This is an optimization exercise on Yosys and OpenROAD, whose aim is small area, not a production implementation.
Only simulation tests tie the RTL to the original design; equivalence was not proved.
Power and IR drop assume default switching activity. The flow treats the clock pin as an ideal source, which a real chip does not have.

== job 4286 ==
==> flow/design.v (excerpt) <==
module decryption_top #(
            parameter addr_witdth   = 8,
            parameter reg_width     = 16,
            parameter MST_DWIDTH    = 32,
            parameter SYS_DWIDTH    = 8
        )(
        input clk_sys,
        input rst_n,
        input [MST_DWIDTH -1 : 0]   data_i,
        input                       valid_i,
        output                      busy,
        output reg [SYS_DWIDTH - 1 : 0] data_o,
        output reg                      valid_o,
        input [addr_witdth - 1:0]   addr,
        input                       read,
        input                       write,
        input [reg_width - 1 : 0]   wdata,
        output reg [reg_width - 1 : 0] rdata,
        output reg                  done,
        output reg                  error
    );
export LEC_CHECK = 0
export CAP_MARGIN = 20
export CORE_MARGIN = 2
export CORE_UTILIZATION = 72
export PLACE_DENSITY = 0.85
export SLEW_MARGIN = 20
create_clock -name core_clock -period 7.5 [get_ports {clk_sys}]
standard.sh (not shown) runs the stock make flow with config.mk's settings and CLKGATE_MAP_FILE= SYNTH_SCRIPT=/design/flow/synth_recipe.tcl, a recipe that flattens the netlist after the stock synthesis.
==> flow/flow/run.sh <==
#!/bin/bash
# Standard ORFS layout (the standard.sh) with these changes:
#  - synthesis maps the logic with an area-oriented ABC script (abc_area.script)
#    instead of ORFS's delay-oriented one, leaves adders and comparators to ABC
#    (no extract_fa, no Kogge-Stone carry lookahead); everything else in
#    the standard flow's synthesis script (registers, flattening, renaming) is unchanged
#  - clock tree synthesis without dummy loads, built from clkbuf_8 in clusters
#    of up to 16 sinks
#  - port buffers use the smallest buffer cell
set -euo pipefail
cd "$(dirname "$0")/.."
here=$(pwd)
{
  echo 'proc abc {args} {'
  echo '  set i [lsearch $args -script]'
  echo "  if {\$i >= 0} { lset args [expr {\$i + 1}] $here/flow/abc_area.script }"
  echo '  yosys abc {*}$args'
  echo '}'
  echo 'proc extract_fa {args} { puts "extract_fa skipped" }'
  cat synth_recipe.tcl
} > flow_synth.tcl
grep -q "$here/synth_recipe.tcl" standard.sh
sed "s#$here/synth_recipe.tcl#$here/flow_synth.tcl#" standard.sh > flow_standard.sh
export SYNTH_OPERATIONS_ARGS=" "
export CTS_ARGS="-sink_clustering_enable -repair_clock_nets -dont_use_dummy_load -buf_list {sky130_fd_sc_hd__clkbuf_8} -sink_clustering_size 16 -sink_clustering_max_diameter 60"
export BUFFER_PORTS_ARGS="-buffer_cell sky130_fd_sc_hd__buf_1"
bash flow_standard.sh > standard.log 2>&1
==> flow/flow/abc_area.script <==
strash
&get -n
&st
&syn2
&dch -f
&nf -R 1000 -p
&put
strash
dch -f
amap -F 3 -A 8
Changes in job 6405 relative to job 4286:
Settings: PLACE_DENSITY changed from 0.85 to 0.78; CORE_UTILIZATION changed from 72 to 65.
diff --git a/flow/flow/run.sh b/flow/flow/run.sh
--- a/flow/flow/run.sh
+++ b/flow/flow/run.sh
@@ -9,2 +9,3 @@
 #  - port buffers use the smallest buffer cell
+#  - after global routing, cells off the critical paths are downsized (RECOVER_POWER)
 set -euo pipefail
@@ -26,2 +27,3 @@
 export BUFFER_PORTS_ARGS="-buffer_cell sky130_fd_sc_hd__buf_1"
+export RECOVER_POWER=100
 bash flow_standard.sh > standard.log 2>&1
--- outcome ---
- Ran to the end and failed final checks on max-capacitance violations, max-slew violations: job 6405.
- Diff job 4286 -> job 6405: sequential share of cell area level; global-route wire length before repair shows a reduction of 0.72%; routed wire length dropped about 1.3%.
Setup changes, job 6405 to job 5687
diff --git a/flow/flow/run.sh b/flow/flow/run.sh
--- a/flow/flow/run.sh
+++ b/flow/flow/run.sh
@@ -9,3 +9,2 @@
 #  - port buffers use the smallest buffer cell
-#  - after global routing, cells off the critical paths are downsized (RECOVER_POWER)
 set -euo pipefail
@@ -27,3 +26,2 @@
 export BUFFER_PORTS_ARGS="-buffer_cell sky130_fd_sc_hd__buf_1"
-export RECOVER_POWER=100
 bash flow_standard.sh > standard.log 2>&1
## What came out
- Job 5687: flow completed, timing, DRC and antenna clean
- Via count ends up higher on job 6405.
- Diff job 6405 -> job 5687: end-of-flow core utilization up 0.27 points; count of maximum capacitance violations down 11; sequential cell area share down 0.19 points; sum of routed wire length over all layers flat.
- Between job 5687 and job 6405, the portion of the clock cycle consumed by the worst path in the final layout is higher for job 6405.
- Worst hold slack across all endpoints of job 6405 is on par with job 5687.
- Share of final-layout standard cells stronger than drive strength 1 up 1.5 points in job 5687 wrt job 6405
- Higher worst setup slack after layout among job 5687 and job 6405: job 5687
- In job 5687 the post-route minimum period turned out 0.044 ns lower than in job 6405.
- Cmp job 5687 and job 6405 / combined area of the multi-input logic cells / lower: job 6405
Setup changes, job 5687 to job 1961
Settings: a change of PLACE_DENSITY from 0.78 to 0.7; a change of CORE_UTILIZATION from 65 to 55.
==> flow/flow/run.sh <==
#!/bin/bash
# Standard ORFS layout (the standard.sh) with three changes:
#  - synthesis maps the logic with an area-oriented ABC script (abc_area.script)
#    instead of ORFS's delay-oriented one; everything else in the standard flow's synthesis
#    script (registers, flattening, renaming) is unchanged
#  - clock tree synthesis without dummy loads, built from clkbuf_8 in clusters
#    of up to 16 sinks
#  - port buffers use the smallest buffer cell
set -euo pipefail
cd "$(dirname "$0")/.."
here=$(pwd)
{
  echo 'proc abc {args} {'
  echo '  set i [lsearch $args -script]'
  echo "  if {\$i >= 0} { lset args [expr {\$i + 1}] $here/flow/abc_area.script }"
  echo '  yosys abc {*}$args'
  echo '}'
  cat synth_recipe.tcl
} > flow_synth.tcl
grep -q "$here/synth_recipe.tcl" standard.sh
sed "s#$here/synth_recipe.tcl#$here/flow_synth.tcl#" standard.sh > flow_standard.sh
export CTS_ARGS="-sink_clustering_enable -repair_clock_nets -dont_use_dummy_load -buf_list {sky130_fd_sc_hd__clkbuf_8} -sink_clustering_size 16 -sink_clustering_max_diameter 60"
export BUFFER_PORTS_ARGS="-buffer_cell sky130_fd_sc_hd__buf_1"
bash flow_standard.sh > standard.log 2>&1
==> flow/flow/abc_area.script <==
strash
&get -n
&st
&syn2
&dch -f
&nf -R 1000 -p
&put
strash
dch -f
amap
### Flow results
Against job 5687 as the reference, job 1961 delivers a higher layout-stage area growth over the synthesis result. The number of fill cells in the layout of job 1961 is higher than that of job 5687. Across both runs, post-layout instance count excluding filler cells was higher for job 1961 than for job 5687. Job 5687 has a lower post-route total power than job 1961.
Input changes introduced in job 2795 (baseline for comparison: job 1961):
diff --git a/flow/flow/run.sh b/flow/flow/run.sh
--- a/flow/flow/run.sh
+++ b/flow/flow/run.sh
@@ -1,6 +1,7 @@
 #!/bin/bash
-# Standard ORFS layout (the standard.sh) with three changes:
+# Standard ORFS layout (the standard.sh) with these changes:
 #  - synthesis maps the logic with an area-oriented ABC script (abc_area.script)
-#    instead of ORFS's delay-oriented one; everything else in the standard flow's synthesis
-#    script (registers, flattening, renaming) is unchanged
+#    instead of ORFS's delay-oriented one, leaves adders and comparators to ABC
+#    (no extract_fa, no Kogge-Stone carry lookahead); everything else in
+#    the standard flow's synthesis script (registers, flattening, renaming) is unchanged
 #  - clock tree synthesis without dummy loads, built from clkbuf_8 in clusters
@@ -17,2 +18,3 @@
   echo '}'
+  echo 'proc extract_fa {args} { puts "extract_fa skipped" }'
   cat synth_recipe.tcl
@@ -21,2 +23,3 @@
 sed "s#$here/synth_recipe.tcl#$here/flow_synth.tcl#" standard.sh > flow_standard.sh
+export SYNTH_OPERATIONS_ARGS=" "
 export CTS_ARGS="-sink_clustering_enable -repair_clock_nets -dont_use_dummy_load -buf_list {sky130_fd_sc_hd__clkbuf_8} -sink_clustering_size 16 -sink_clustering_max_diameter 60"
==> flow/flow/abc_area.script <==
strash
&get -n
&st
&syn2
&dch -f
&nf -R 1000 -p
&put
strash
dch -f
amap -F 3 -A 8
Findings:
Job 2795 ended up with a higher complex-gate fraction of the synthesized area than job 1961 did. Summary of job 2795 over job 1961: post-route met1 wirelength moved down; wire length now sits higher; count of clock-buffer cells in the layout saw an increase. Looking at library cell contributing the largest single delay on the critical path, the clkinv_1 result is from job 1961; the o21ai_0 one comes from job 2795.

* * *

Setup of the previous run:
Another version of the RTL of decryption_top (not shown whole).
Size in the first run: about 590 flip-flops, roughly 89 I/O pins, roughly 26,000 µm² of cells after synthesis.
Design decryption_top, start of the top module:
module decryption_top #(
            parameter addr_witdth   = 8,
            parameter reg_width     = 16,
            parameter MST_DWIDTH    = 32,
            parameter SYS_DWIDTH    = 8
        )(
        input clk_sys,
        input rst_n,
        input [MST_DWIDTH -1 : 0]   data_i,
        input                       valid_i,
        output                      busy,
        output reg [SYS_DWIDTH - 1 : 0] data_o,
        output reg                      valid_o,
        input [addr_witdth - 1:0]   addr,
        input                       read,
        input                       write,
        input [reg_width - 1 : 0]   wdata,
        output reg [reg_width - 1 : 0] rdata,
        output reg                  done,
        output reg                  error
    );
clock: 7.5 ns
lec_check: 0
cap_margin: 20
core_margin: 2
core_utilization: 40
cts_buf_list: sky130_fd_sc_hd__clkbuf_4 sky130_fd_sc_hd__clkbuf_8
cts_cluster_size: 24
place_density: 0.6
slew_margin: 20
run.sh (not shown) runs the stock make flow with config.mk's settings and CLKGATE_MAP_FILE= SYNTH_SCRIPT=/design/flow/synth_recipe.tcl, a recipe that flattens the netlist after the stock synthesis.
Stock flow here: none of the scripts above is used.
The previous run has completed all stages; timing, DRC and antenna checks passed.
The following lists how the current run was set up differently from the previous run:
- clearing CTS_CLUSTER_SIZE, which used to be 24
- clearing CTS_BUF_LIST, which used to be sky130_fd_sc_hd__clkbuf_4 sky130_fd_sc_hd__clkbuf_8
Notes after the runs:
- Between the previous run and the current run, the flow reports wire length decreasing slightly.
- Post-layout instance area of the current run exceeds that of the previous run slightly.
- In the current run the total iterations of the first detailed-routing run turned out 1 higher than in the previous run.
- The higher post-route clock period utilization came out of the current run.

* * *

Another version of the RTL of decryption_top (not shown whole).
For scale: roughly 1,500 cells after synthesis, ~550 flip-flops, about 89 I/O pins, ~0.021 mm² of cells after synthesis.
==> flow/config.mk <==
export PLATFORM = sky130hd
export DESIGN_NAME = decryption_top
export DESIGN_NICKNAME = decryption_top
export VERILOG_FILES = /design/flow/design.v
export SDC_FILE = /design/flow/constraint.sdc
export NUM_CORES = 4
export LEC_CHECK = 0
export CAP_MARGIN = 20
export CORE_MARGIN = 2
export CORE_UTILIZATION = 65
export GPL_ROUTABILITY_DRIVEN = 0
export GPL_TIMING_DRIVEN = 0
export PLACE_DENSITY = 0.78
export SLEW_MARGIN = 20
==> flow/constraint.sdc <==
create_clock -name core_clock -period 7.5 [get_ports {clk_sys}]
set_input_delay 1.5000 -clock core_clock [delete_from_list [all_inputs] [get_ports {clk_sys}]]
set_output_delay 1.5000 -clock core_clock [all_outputs]
set_load 0.01 [all_outputs]
standard.sh (not shown) runs the stock make flow with config.mk's settings and CLKGATE_MAP_FILE= SYNTH_SCRIPT=/design/flow/synth_recipe.tcl, a recipe that flattens the netlist after the stock synthesis.
==> flow/flow/run.sh <==
#!/bin/bash
# Standard ORFS layout (the standard.sh) with these changes:
#  - synthesis maps the logic with an area-oriented ABC script (abc_area.script)
#    instead of ORFS's delay-oriented one, leaves adders and comparators to ABC
#    (no extract_fa, no Kogge-Stone carry lookahead); everything else in
#    the standard flow's synthesis script (registers, flattening, renaming) is unchanged
#  - clock tree synthesis without dummy loads, built from clkbuf_8 in clusters
#    of up to 16 sinks
#  - port buffers use the smallest buffer cell
set -euo pipefail
cd "$(dirname "$0")/.."
here=$(pwd)
{
  echo 'proc abc {args} {'
  echo '  set i [lsearch $args -script]'
  echo "  if {\$i >= 0} { lset args [expr {\$i + 1}] $here/flow/abc_area.script }"
  echo '  yosys abc {*}$args'
  echo '}'
  echo 'proc extract_fa {args} { puts "extract_fa skipped" }'
  cat synth_recipe.tcl
} > flow_synth.tcl
grep -q "$here/synth_recipe.tcl" standard.sh
sed "s#$here/synth_recipe.tcl#$here/flow_synth.tcl#" standard.sh > flow_standard.sh
export SYNTH_OPERATIONS_ARGS=" "
export CTS_ARGS="-sink_clustering_enable -repair_clock_nets -dont_use_dummy_load -buf_list {sky130_fd_sc_hd__clkbuf_8} -sink_clustering_size 16 -sink_clustering_max_diameter 60"
export BUFFER_PORTS_ARGS="-buffer_cell sky130_fd_sc_hd__buf_1"
bash flow_standard.sh > standard.log 2>&1
==> flow/flow/abc_area.script <==
strash
&get -n
&st
&syn2
&dch -f
&nf -R 1000 -p
&put
strash
dch -f
amap -F 3 -A 8
The starting point produced a clean layout.
Edit:
Settings changed: GPL_ROUTABILITY_DRIVEN 0 to not set, GPL_TIMING_DRIVEN 0 to not set.
Effect: The changed run ran to the end with no violations. Register-to-register slack gains 0.34 ns. Clock skew goes up by 0.039 ns. Design area is lower by about 1.7%. Sequential power hardly moves. Wire length goes up by 0.64%. Via count drops by about 0.9%.
Edit:
--- a/flow/flow/run.sh
+++ b/flow/flow/run.sh
@@ -7,2 +7,2 @@
-#  - clock tree synthesis without dummy loads, built from clkbuf_8 in clusters
-#    of up to 16 sinks
+#  - clock tree synthesis without dummy loads, built from clkbuf_16 in clusters
+#    of up to 30 sinks
@@ -25 +25 @@
-export CTS_ARGS="-sink_clustering_enable -repair_clock_nets -dont_use_dummy_load -buf_list {sky130_fd_sc_hd__clkbuf_8} -sink_clustering_size 16 -sink_clustering_max_diameter 60"
+export CTS_ARGS="-sink_clustering_enable -repair_clock_nets -dont_use_dummy_load -buf_list {sky130_fd_sc_hd__clkbuf_16} -sink_clustering_size 30 -sink_clustering_max_diameter 80"
==> flow/flow/abc_area.script (replaced) <==
strash
&get -n
&st
&syn2
&dch -f
&nf -R 1000 -p
&put
strash
&get -n
&st
&syn2
&dch -f
&nf -R 1000 -p
&put
strash
dch -f
amap -F 3 -A 8
After rerunning: The changed run ran to the end with no violations; hold slack is about the same; core utilization drops by 0.18 points; global-route usage goes up by 0.12 points; maximum frequency climbs by about 12%; worst setup slack gains 0.56 ns; final cell count is lower by 1.3%; die area hardly moves; area after synthesis is about the same; via count went down by 0.45%; routed wire length goes up by about 0.4%; non-clock buffer count came out lower by 7.
Edit:
--- a/flow/flow/run.sh
+++ b/flow/flow/run.sh
@@ -7,2 +7,2 @@
-#  - clock tree synthesis without dummy loads, built from clkbuf_16 in clusters
-#    of up to 30 sinks
+#  - clock tree synthesis without dummy loads, built from clkbuf_8 in clusters
+#    of up to 16 sinks
@@ -25 +25 @@
-export CTS_ARGS="-sink_clustering_enable -repair_clock_nets -dont_use_dummy_load -buf_list {sky130_fd_sc_hd__clkbuf_16} -sink_clustering_size 30 -sink_clustering_max_diameter 80"
+export CTS_ARGS="-sink_clustering_enable -repair_clock_nets -dont_use_dummy_load -buf_list {sky130_fd_sc_hd__clkbuf_8} -sink_clustering_size 16 -sink_clustering_max_diameter 60"
==> flow/flow/abc_area.script (replaced) <==
strash
&get -n
&st
&syn2
&dch -f
&nf -R 1000 -p
&put
strash
dch -f
amap -F 3 -A 8
Settings changed: PLACE_DENSITY 0.78 to 0.9.
- The new run passed the timing, design-rule and antenna checks
- sequential cell count does not change
- global-route usage rose by 0.76 points
- final area grows by 0.56%
- fmax goes up by 2.8%
- setup slack improves by 0.13 ns
Edit:
--- a/flow/flow/run.sh
+++ b/flow/flow/run.sh
@@ -7,2 +7,2 @@
-#  - clock tree synthesis without dummy loads, built from clkbuf_8 in clusters
-#    of up to 16 sinks
+#  - clock tree synthesis without dummy loads, built from clkbuf_16 in clusters
+#    of up to 30 sinks
@@ -25 +25 @@
-export CTS_ARGS="-sink_clustering_enable -repair_clock_nets -dont_use_dummy_load -buf_list {sky130_fd_sc_hd__clkbuf_8} -sink_clustering_size 16 -sink_clustering_max_diameter 60"
+export CTS_ARGS="-sink_clustering_enable -repair_clock_nets -dont_use_dummy_load -buf_list {sky130_fd_sc_hd__clkbuf_16} -sink_clustering_size 30 -sink_clustering_max_diameter 100"
==> flow/flow/abc_area.script (replaced) <==
strash
&get -n
&st
&syn2
&dch -f
&nf -R 1000 -p
&put
strash
&get -n
&st
&syn2
&dch -f
&nf -R 1000 -p
&put
strash
dch -f
amap -F 3 -A 8
Settings changed: PLACE_DENSITY 0.9 to 0.78.
Outcome:
- worst hold slack loses 0.062 ns
- synthesized cell count stays flat
- core utilization decreases by 0.20 points

port drivers added, routing unchanged:
In the flow no input, the clock included, has a driving cell. The finished layouts below were timed again as built, in two steps. Step 1 (the two cells are an assumption about what drives the block):
set clk [get_ports {clk_sys}]
set_driving_cell -lib_cell sky130_fd_sc_hd__clkbuf_16 $clk
set_driving_cell -lib_cell sky130_fd_sc_hd__buf_2 [delete_from_list [all_inputs] $clk]
Step 2, shift: input delay + t, output delay - t, t = (earliest + latest rising clock arrival at the registers) / 2. This alone moves slack from input paths to output paths. Three values: ideal, step 1, step 2; two values: the first two.
| run | t (ns) | setup WS [ns] | worst data-port slew with drivers (ns) |
|---|---|---|---|
| job 4286 | 0.605 | 1.536 / 1.536 / 1.536 | 0.04 |
| job 6405 | 0.615 | 1.597 / 1.597 / 1.525 | 0.04 |
| job 5687 | 0.611 | 1.642 / 1.642 / 1.642 | 0.04 |
| job 1961 | 0.630 | 1.129 / 1.129 / 1.129 | 0.05 |
| job 2795 | 0.665 | 1.726 / 1.726 / 1.726 | 0.05 |
| the previous run | 0.735 | 1.010 / 1.010 / 1.010 | 0.07 |
| the current run | 0.653 | 0.985 / 0.985 / 0.985 | 0.07 |
| the first run of note 3 | 0.607 | 1.736 / 1.736 / 1.736 | 0.04 |
| the second run of note 3 | 0.612 | 2.074 / 2.074 / 2.074 | 0.04 |
| the third run of note 3 | 0.607 | 2.635 / 2.635 / 2.485 | 0.04 |
| the fourth run of note 3 | 0.606 | 2.766 / 2.766 / 2.766 | 0.04 |
| the fifth run of note 3 | 0.596 | 2.639 / 2.639 / 2.639 | 0.04 |
For the third run of note 3, which loses most, drivers alone change the setup slack by 0.000 ns; drivers and shift together by -0.150 ns.
